From an optimization exercise on the open Yosys and OpenROAD flow, aimed at small area, a short achievable clock period and few clock cycles per item; shortcuts taken in it are not production practice.
The RTL was checked by simulation tests, not by an equivalence proof against the original design.
No activity file was given, so power comes from the tool's default toggle rates.

==> design.v <==
module sobel_matrix_conv #(
    parameter data_size = 24,
    parameter conv_out_data_size = 29
) (
    input clk,
    input valid_data,
    input [data_size-1 : 0] in_p1a,
    input [data_size-1 : 0] in_p2,
    input [data_size-1 : 0] in_p1b,
    input [data_size-1 : 0] in_m1a,
    input [data_size-1 : 0] in_m2,
    input [data_size-1 : 0] in_m1b,
    output reg conv_ready,
    output reg [conv_out_data_size-1 : 0] data_out
);
  reg signed [conv_out_data_size-1:0] sum; 
  always @(posedge clk) begin
    conv_ready <= 0;
    if (valid_data) begin 
      sum = in_p1a + (in_p2 << 1) + in_p1b - in_m1a - (in_m2 << 1) - in_m1b;
      data_out <= sum;
      conv_ready <= 1;
    end else begin 
      data_out <= 0;
    end
  end
endmodule
module sqrt #(
    parameter WIDTH = 32,
    parameter OUT_WIDTH = 16
) (
    input      [    WIDTH-1:0] num,   
    output reg [OUT_WIDTH-1:0] sqr    
);
  reg [WIDTH-1:0] a;
  reg [OUT_WIDTH-1:0] q;
  reg [OUT_WIDTH+1:0] left, right, r;
  integer i;
  always @(*) begin
    a = num;
    q = 0;
    left = 0;
    right = 0;
    r = 0;
    for (i = 0; i < OUT_WIDTH; i = i + 1) begin
      right = {q, r[OUT_WIDTH+1], 1'b1};
      left = {r[OUT_WIDTH-1:0], a[WIDTH-1:WIDTH-2]};
      a = {a[WIDTH-3:0], 2'b00};   
      if (r[OUT_WIDTH+1] == 1)   
        r = left + right;
      else   
        r = left - right;
      q = {q[OUT_WIDTH-2:0], !r[OUT_WIDTH+1]};
    end
    sqr <= q;   
  end
endmodule
module controller #(
    parameter data_size = 24,
    parameter window_count = 9,
    parameter window_size = 9,
    parameter conv_out_data_size = 29,
    parameter sqrt_in_data_size = 60,
    parameter sqrt_out_data_size = 30
) (
    input clk,
    input reset,
    input in_valid,
    output in_ready,
    input [data_size*window_size-1:0] in_window,
    output reg valid_data,
    output reg [data_size-1:0] in_p1a_x,
    output reg [data_size-1:0] in_p2_x,
    output reg [data_size-1:0] in_p1b_x,
    output reg [data_size-1:0] in_m1a_x,
    output reg [data_size-1:0] in_m2_x,
    output reg [data_size-1:0] in_m1b_x,
    output reg [data_size-1:0] in_p1a_y,
    output reg [data_size-1:0] in_p2_y,
    output reg [data_size-1:0] in_p1b_y,
    output reg [data_size-1:0] in_m1a_y,
    output reg [data_size-1:0] in_m2_y,
    output reg [data_size-1:0] in_m1b_y,
    input [conv_out_data_size-1:0] edge_data_in_x,
    input conv_ready_x,
    input conv_ready_y,
    input [conv_out_data_size-1:0] edge_data_in_y,
    output reg [sqrt_in_data_size-1 : 0] sqrt_num,
    input [sqrt_out_data_size-1 : 0] sqrt_sq,
    output reg out_valid,
    output reg [data_size-1:0] out_pixel,
    output reg done
);
  localparam READ = 1, CONV = 2, SQRT = 3, MAG = 4, WRTE = 5, WAITC = 6;
  localparam IW = $clog2(window_count + 1);
  reg [3:0] state;
  reg [data_size-1:0] buffer[0:window_size - 1];   
  reg [IW-1:0] window_index, delayed_window_index, capture_index;
  integer i_window;
  reg [conv_out_data_size-1:0] Ix[0:window_count - 1];
  reg [conv_out_data_size-1:0] Iy[0:window_count - 1];
  reg [sqrt_out_data_size-1:0] sq[0:window_count - 1];
  reg [sqrt_out_data_size+window_count -1 : 0] sum;
  wire [sqrt_out_data_size+window_count -1 : 0] Threshold = sum / window_count;
  reg [data_size-1:0] thrs[0:window_count - 1];
  assign in_ready = (state == READ);
  always @(posedge clk or posedge reset) begin : fsm_function
    if (reset) begin
      valid_data <= 0;
      window_index <= 0;
      delayed_window_index <= 0;
      capture_index <= 0;
      out_valid <= 0;
      done <= 0;
      state <= READ;
    end else begin
      out_valid <= 0;
      done <= 0;
      if (conv_ready_x && conv_ready_y) begin
        Ix[capture_index] <= edge_data_in_x;
        Iy[capture_index] <= edge_data_in_y;
        capture_index <= capture_index + 1;
      end
      case (state)
        READ: begin
          valid_data <= 0;
          if (in_valid) begin
            for (i_window = 0; i_window < window_size; i_window = i_window + 1) begin
              buffer[i_window] <= in_window[i_window*data_size+:data_size];
            end
            state <= CONV;
          end
        end
        CONV: begin
          valid_data <= 1;
          {in_p1a_x, in_p2_x, in_p1b_x} <= {buffer[2], buffer[5], buffer[8]};
          {in_m1a_x, in_m2_x, in_m1b_x} <= {buffer[0], buffer[3], buffer[6]};
          {in_p1a_y, in_p2_y, in_p1b_y} <= {buffer[0], buffer[1], buffer[2]};
          {in_m1a_y, in_m2_y, in_m1b_y} <= {buffer[6], buffer[7], buffer[8]};
          if (window_index == window_count - 1) begin
            window_index <= 0;
            state <= WAITC;
          end else begin
            window_index <= window_index + 1;
            state <= READ;
          end
        end
        WAITC: begin
          valid_data <= 0;
          if (capture_index == window_count) begin
            capture_index <= 0;
            window_index <= 0;
            state <= SQRT;
          end
        end
        SQRT: begin
          if (window_index != window_count)
            sqrt_num <= (abs(Ix[window_index]) * abs(Ix[window_index])) + (abs(Iy[window_index]) * abs(Iy[window_index]));
          if (window_index != 0) sq[delayed_window_index] <= sqrt_sq;
          sum <= (window_index == 0) ? 0 : sum + sqrt_sq;
          if (window_index == window_count) begin
            window_index <= 0;
            delayed_window_index <= 0;
            state <= MAG;
          end else begin
            delayed_window_index <= window_index;
            window_index <= window_index + 1;
          end
        end
        MAG: begin
          thrs[window_index] <= (sq[window_index] > Threshold) ? 24'h000000 : 24'hffffff;
          if (window_index == window_count - 1) begin
            window_index <= 0;
            state <= WRTE;
          end else begin
            window_index <= window_index + 1;
          end
        end
        WRTE: begin
          out_valid <= 1;
          out_pixel <= thrs[window_index];
          if (window_index == window_count - 1) begin
            done <= 1;
            window_index <= 0;
            state <= READ;
          end else begin
            window_index <= window_index + 1;
          end
        end
        default: begin
          valid_data <= 0;
          state <= READ;
        end
      endcase
    end
  end
  function [conv_out_data_size-1:0] abs;
    input [conv_out_data_size-1:0] x;
    begin
      if (x[conv_out_data_size-1] == 1)   
        abs = ~x + 1;   
      else abs = x;   
    end
  endfunction
endmodule
module sobel_top #(
    parameter data_size = 24,   
    parameter window_count = 9,  
    localparam window_size = 9,  
    parameter conv_out_data_size = 29,  
    parameter sqrt_in_data_size = 60,  
    parameter sqrt_out_data_size = sqrt_in_data_size / 2
) (
    input clk,
    input reset,
    input in_valid,
    output in_ready,
    input [data_size*window_size-1:0] in_window,
    output out_valid,
    output [data_size-1:0] out_pixel,
    output done
);
  wire [data_size-1:0] in_p1a_x_w, in_p2_x_w, in_p1b_x_w;
  wire [data_size-1:0] in_m1a_x_w, in_m2_x_w, in_m1b_x_w;
  wire [data_size-1:0] in_p1a_y_w, in_p2_y_w, in_p1b_y_w;
  wire [data_size-1:0] in_m1a_y_w, in_m2_y_w, in_m1b_y_w;
  wire [conv_out_data_size-1:0] data_out_x_w;  
  wire [conv_out_data_size-1:0] data_out_y_w;
  wire valid_data_w;  
  wire conv_ready_x_w;
  wire conv_ready_y_w;
  wire [sqrt_in_data_size-1 : 0] sqrt_num_w;
  wire [sqrt_out_data_size-1 : 0] sqrt_sq_w;
  controller #(
      .data_size(data_size),
      .window_count(window_count),
      .window_size(window_size),
      .conv_out_data_size(conv_out_data_size),
      .sqrt_in_data_size(sqrt_in_data_size),
      .sqrt_out_data_size(sqrt_out_data_size)
  ) controller_inst (
      .clk(clk),
      .reset(reset),
      .in_valid(in_valid),
      .in_ready(in_ready),
      .in_window(in_window),
      .valid_data(valid_data_w),
      .in_p1a_x(in_p1a_x_w),
      .in_p2_x(in_p2_x_w),
      .in_p1b_x(in_p1b_x_w),
      .in_m1a_x(in_m1a_x_w),
      .in_m2_x(in_m2_x_w),
      .in_m1b_x(in_m1b_x_w),
      .in_p1a_y(in_p1a_y_w),
      .in_p2_y(in_p2_y_w),
      .in_p1b_y(in_p1b_y_w),
      .in_m1a_y(in_m1a_y_w),
      .in_m2_y(in_m2_y_w),
      .in_m1b_y(in_m1b_y_w),
      .conv_ready_x(conv_ready_x_w),
      .conv_ready_y(conv_ready_y_w),
      .edge_data_in_x(data_out_x_w),
      .edge_data_in_y(data_out_y_w),
      .sqrt_num(sqrt_num_w),   
      .sqrt_sq(sqrt_sq_w),   
      .out_valid(out_valid),
      .out_pixel(out_pixel),
      .done(done)
  );
  sobel_matrix_conv #(
      .data_size(data_size),
      .conv_out_data_size(conv_out_data_size)
  ) sobel_inst_x (
      .clk(clk),
      .valid_data(valid_data_w),
      .in_p1a(in_p1a_x_w),
      .in_p2(in_p2_x_w),
      .in_p1b(in_p1b_x_w),
      .in_m1a(in_m1a_x_w),
      .in_m2(in_m2_x_w),
      .in_m1b(in_m1b_x_w),
      .conv_ready(conv_ready_x_w),
      .data_out(data_out_x_w)
  );
  sobel_matrix_conv #(
      .data_size(data_size),
      .conv_out_data_size(conv_out_data_size)
  ) sobel_inst_y (
      .clk(clk),
      .valid_data(valid_data_w),
      .in_p1a(in_p1a_y_w),
      .in_p2(in_p2_y_w),
      .in_p1b(in_p1b_y_w),
      .in_m1a(in_m1a_y_w),
      .in_m2(in_m2_y_w),
      .in_m1b(in_m1b_y_w),
      .conv_ready(conv_ready_y_w),
      .data_out(data_out_y_w)
  );
  sqrt #(
      .WIDTH(sqrt_in_data_size),
      .OUT_WIDTH(sqrt_out_data_size)
  ) sqrt_inst (
      .num(sqrt_num_w),   
      .sqr(sqrt_sq_w)     
  );
endmodule
==> run.sh <==
#!/bin/bash
# synth_recipe.tcl (not shown) runs the flow's synth.tcl, then flattens the netlist and writes it again
# the make line also repeats each setting of config.mk as NAME=value (left out here)
make -C /OpenROAD-flow-scripts/flow DESIGN_CONFIG=/design/flow/config.mk WORK_HOME=/design/flow/orfs CLKGATE_MAP_FILE= SYNTH_SCRIPT=/design/flow/synth_recipe.tcl finish
==> config.mk <==
export PLATFORM = sky130hd
export DESIGN_NAME = sobel_top
export DESIGN_NICKNAME = sobel_top
export VERILOG_FILES = /design/flow/design.v
export SDC_FILE = /design/flow/constraint.sdc
export NUM_CORES = 4
export LEC_CHECK = 0
export CAP_MARGIN = 20
export CORE_MARGIN = 2
export CORE_UTILIZATION = 40
export SLEW_MARGIN = 20
==> constraint.sdc <==
create_clock -name core_clock -period 200.0 [get_ports {clk}]
set_input_delay 40.0000 -clock core_clock [delete_from_list [all_inputs] [get_ports {clk}]]
set_output_delay 40.0000 -clock core_clock [all_outputs]
set_load 0.01 [all_outputs]
==> impl_metrics.sql <==
INSERT INTO impl_metrics (metric_group, metric, value, unit) VALUES
('run_status', 'outcome', 'timing/DRC/antenna clean', ''),
('worst_setup_path', 'rr_worst_depth', '932', ''),
('timing', 'finalCritPeriodShare', '89.3', '%'),
('place', 'dp_hpwl', '260', 'mm'),
('routing', 'post_drt_via_cell_ratio', '5.16', ''),
('timing', 'rsz0062_at_grt', 'no', ''),
('cts', 'cts-hold-fix-buffers', '0', ''),
('routing', 'drt_wl_total', '345', 'mm'),
('synth', 'postSynth.topFlopCell', 'edfxtp_1', ''),
('pwr', 'p_seq_share', '0.6', '%'),
('synth', 'yosysWarningCount', '8', ''),
('floorplan', 'design.die.area', '356000', 'um2'),
('routing', 'wire_per_inst', '18.7', 'um'),
('worst_setup_path', 'crit_slowest_cell', 'a21oi_4', ''),
('floorplan', 'std_cell_rows', '217', ''),
('worst_setup_path', 'worst-path-stages', '866', ''),
('worst_setup_path', 'crit_buf_inv', '50', ''),
('pwr', 'cellInternalPower', '507000', 'uW'),
('cts', 'post_cts.resized_instances', '0', ''),
('cts', 'bufs_on_longest_clock_path', '3', ''),
('timing', 'setup_total_negative_slack', '0', 'ns'),
('worst_setup_path', 'critPathTopFamily', 'compound AO/OA/AOI/OAI gates', ''),
('worst_setup_path', 'rrSetupSlack', '21.47', 'ns'),
('grt', 'grt_overflow_total', '0', ''),
('synth', 'synth.ff_latch_count', '1361', ''),
('run', 'maxCapViolCount', '0', ''),
('floorplan', 'fp.dieW', '597', 'um'),
('cts', 'cts_made_buffers', '147', ''),
('synth', 'synthDominantAreaCellType', 'edfxtp_1', ''),
('worst_setup_path', 'startpoint_type', 'flip-flop', ''),
('cells_and_area', 'layout.cells.most_common_list', '2087 x inv_1, 1515 x ha_1, 1450 x fa_1, 1284 x edfxtp_1, 1145 x nor2_1', ''),
('worst_hold_path', 'hold_path_class', 'reg -> reg', ''),
('pwr', 'combinational_fraction_of_design_power', '99.3', '%'),
('pwr', 'power.switching_fraction', '53.2', '%'),
('cts', 'clk_slew_on_worst_s_h_paths', '0.06', 'ns'),
('cts', 'clk-insertion-delay-late', '0.81', 'ns'),
('grt', 'met3_usage', '2.76', '%'),
('cts', 'count_of_h_tree_levels_built_during_cts', '4', ''),
('cells_and_area', 'stdcell_count', '18500', ''),
('synth', 'number_of_standard_cells_after_synthesis', '13500', ''),
('floorplan', 'initial_core_utilization', '40.2', '%'),
('timing', 'worst-slew-pin-transition', '1.18', 'ns'),
('place', 'gp_routability_congestion', '0.920', ''),
('worst_hold_path', 'whs_endpoint', 'controller_inst.in_p1b_x[10]$_DFFE_PP_', ''),
('cts', 'ctsRootBufferMaster', 'clkbuf_16', ''),
('grt', 'grt_max_degree', '155', ''),
('worst_setup_path', 'critical_path.max_fanout', '52', ''),
('pwr', 'max-vdd-ir-drop', '6.90', 'mV'),
('routing', 'drt_iter0_markers', '5626', ''),
('pwr', 'power.net_switching', '576000', 'uW'),
('grt', 'global_routing_s_busiest_layer', 'met2', ''),
('cells_and_area', 'layout-area-overhead-vs-synth', '9.97', '%'),
('pwr', 'pwr.group.combinational', '1080000', 'uW'),
('worst_setup_path', 'cp_data_arrival_time', '179.06', 'ns'),
('place', 'dpl_cell_area', '149000', 'um2'),
('worst_setup_path', 'critical-path-top-cell-by-count', 'o21a_1', ''),
('place', 'dp_cells', '18200', ''),
('pwr', 'power.clock.total', '284', 'uW'),
('synth', 'ys_seq_area_share', '28.6', '%'),
('worst_setup_path', 'cpPeakStageDelay', '0.84', 'ns'),
('cts', 'postCtsSetupRepairBufs', '0', ''),
('worst_setup_path', 'criticalPathCategory', 'reg -> reg', ''),
('routing', 'drt_first_pass_iters', '7', ''),
('cells_and_area', 'fillers', '33200', ''),
('timing', 'layout_min_cycle_time', '178.53', 'ns'),
('floorplan', 'vertical_die_dimension', '597', 'um'),
('place', 'buffer_ports.inserted', '221', ''),
('grt', 'gr-usage-all-layers', '19.5', '%'),
('timing', 'hold_viol', '0', ''),
('grt', 'grt_util_met1', '26.4', '%'),
('worst_setup_path', 'crit_end', 'controller_inst.sum[36]$_SDFFCE_PP0P_', '');
stage by stage:
step                power (uW)  worst slack, ns  utilization, %  hold slack [ns]
finish                 1080000            21.47            44.2            0.404
floorplan               997000            24.15               -            0.400
detailed placement     1060000            21.65            42.7            0.405
CTS                    1070000            19.97            44.2            0.405
global placement       1060000            21.38            42.7            0.401
global route           1090000             7.97            44.2            0.407
routing by layer:
metal / wire length [um] / up-vias
met4: 11000 / 2
met3: 17600 / 405
li1: - / 46300
met1: 156000 / 46700
met5: 13 / -
met2: 160000 / 1950
final cells by class:
class / instances / area (um2) / share of cell area [%]
tap: 4599 / 5750 / 3.72
inverter: 2117 / 7950 / 5.14
multi-input combinational: 9692 / 91700 / 59.4
antenna: 3 / 7.51 / 0.00486
timing repair buffer: 431 / 3830 / 2.48
clock inverter: 84 / 1140 / 0.736
clock buffer: 187 / 3970 / 2.57
sequential: 1361 / 40200 / 26.0
registers in the layout (all words and copies together), names as in the netlist, 29 cells and up:
name and flops:
controller_inst.sq 270, sobel_inst_y.data_out 29, controller_inst.sqrt_num 59, controller_inst.buffer 192, controller_inst.Ix 261, controller_inst.sum 39
controller_inst.Iy 261, sobel_inst_x.data_out 29
cell usage after synthesis (109+ instances only):
| cell | n |
|---|---|
| inv_1 | 2088 |
| ha_1 | 1515 |
| fa_1 | 1450 |
| edfxtp_1 | 1284 |
| nor2_1 | 1152 |
| xnor2_1 | 750 |
| o21a_1 | 627 |
| a21o_1 | 518 |
| nand2_1 | 492 |
| a21oi_1 | 482 |
| xor2_1 | 482 |
| nor3_1 | 355 |
| clkbuf_1 | 274 |
| o21ai_0 | 273 |
| o21bai_1 | 196 |
| a22o_1 | 130 |
| a221oi_1 | 118 |
| a22oi_1 | 112 |
| nand2b_1 | 109 |
logic make-up after synthesis:
kind of cell	share of synthesized area, %
other	0.00534
and+or+nand+nor	8.45
xor gates and xnor gates	7.74
muxes	0.372
AOI/OAI and AO/OA	14.0
buffers and inverters	6.66
adders and majority gates	34.2
DFF	28.6
Testbench counts, summed over its fixed seeds: cycles 12,552, frames 256.

-- separate check: timing with driven ports --
Ports are ideal in the flow. The routed layout listed here was re-timed in OpenROAD.
Step 1: set_driving_cell puts a clkbuf_16 on clk and a buf_2 on each other input, an assumption about the parent block.
Step 2, shift: input delay + t, output delay - t, t = (earliest + latest rising clock arrival at the registers) / 2. This alone moves slack from input paths to output paths.
a / b / c = ideal / step 1 / step 2; a / b = the first two.
shift t [ns]: 0.881
slack for setup (ns): 21.465 / 21.465 / 21.465
hold slack, ns: 0.404 / 0.404 / 0.404
cell pins on the clock port's net: 1
After both steps this run still meets setup and hold. For this run, drivers alone change the setup slack by 0.000 ns; drivers and shift together by 0.000 ns.
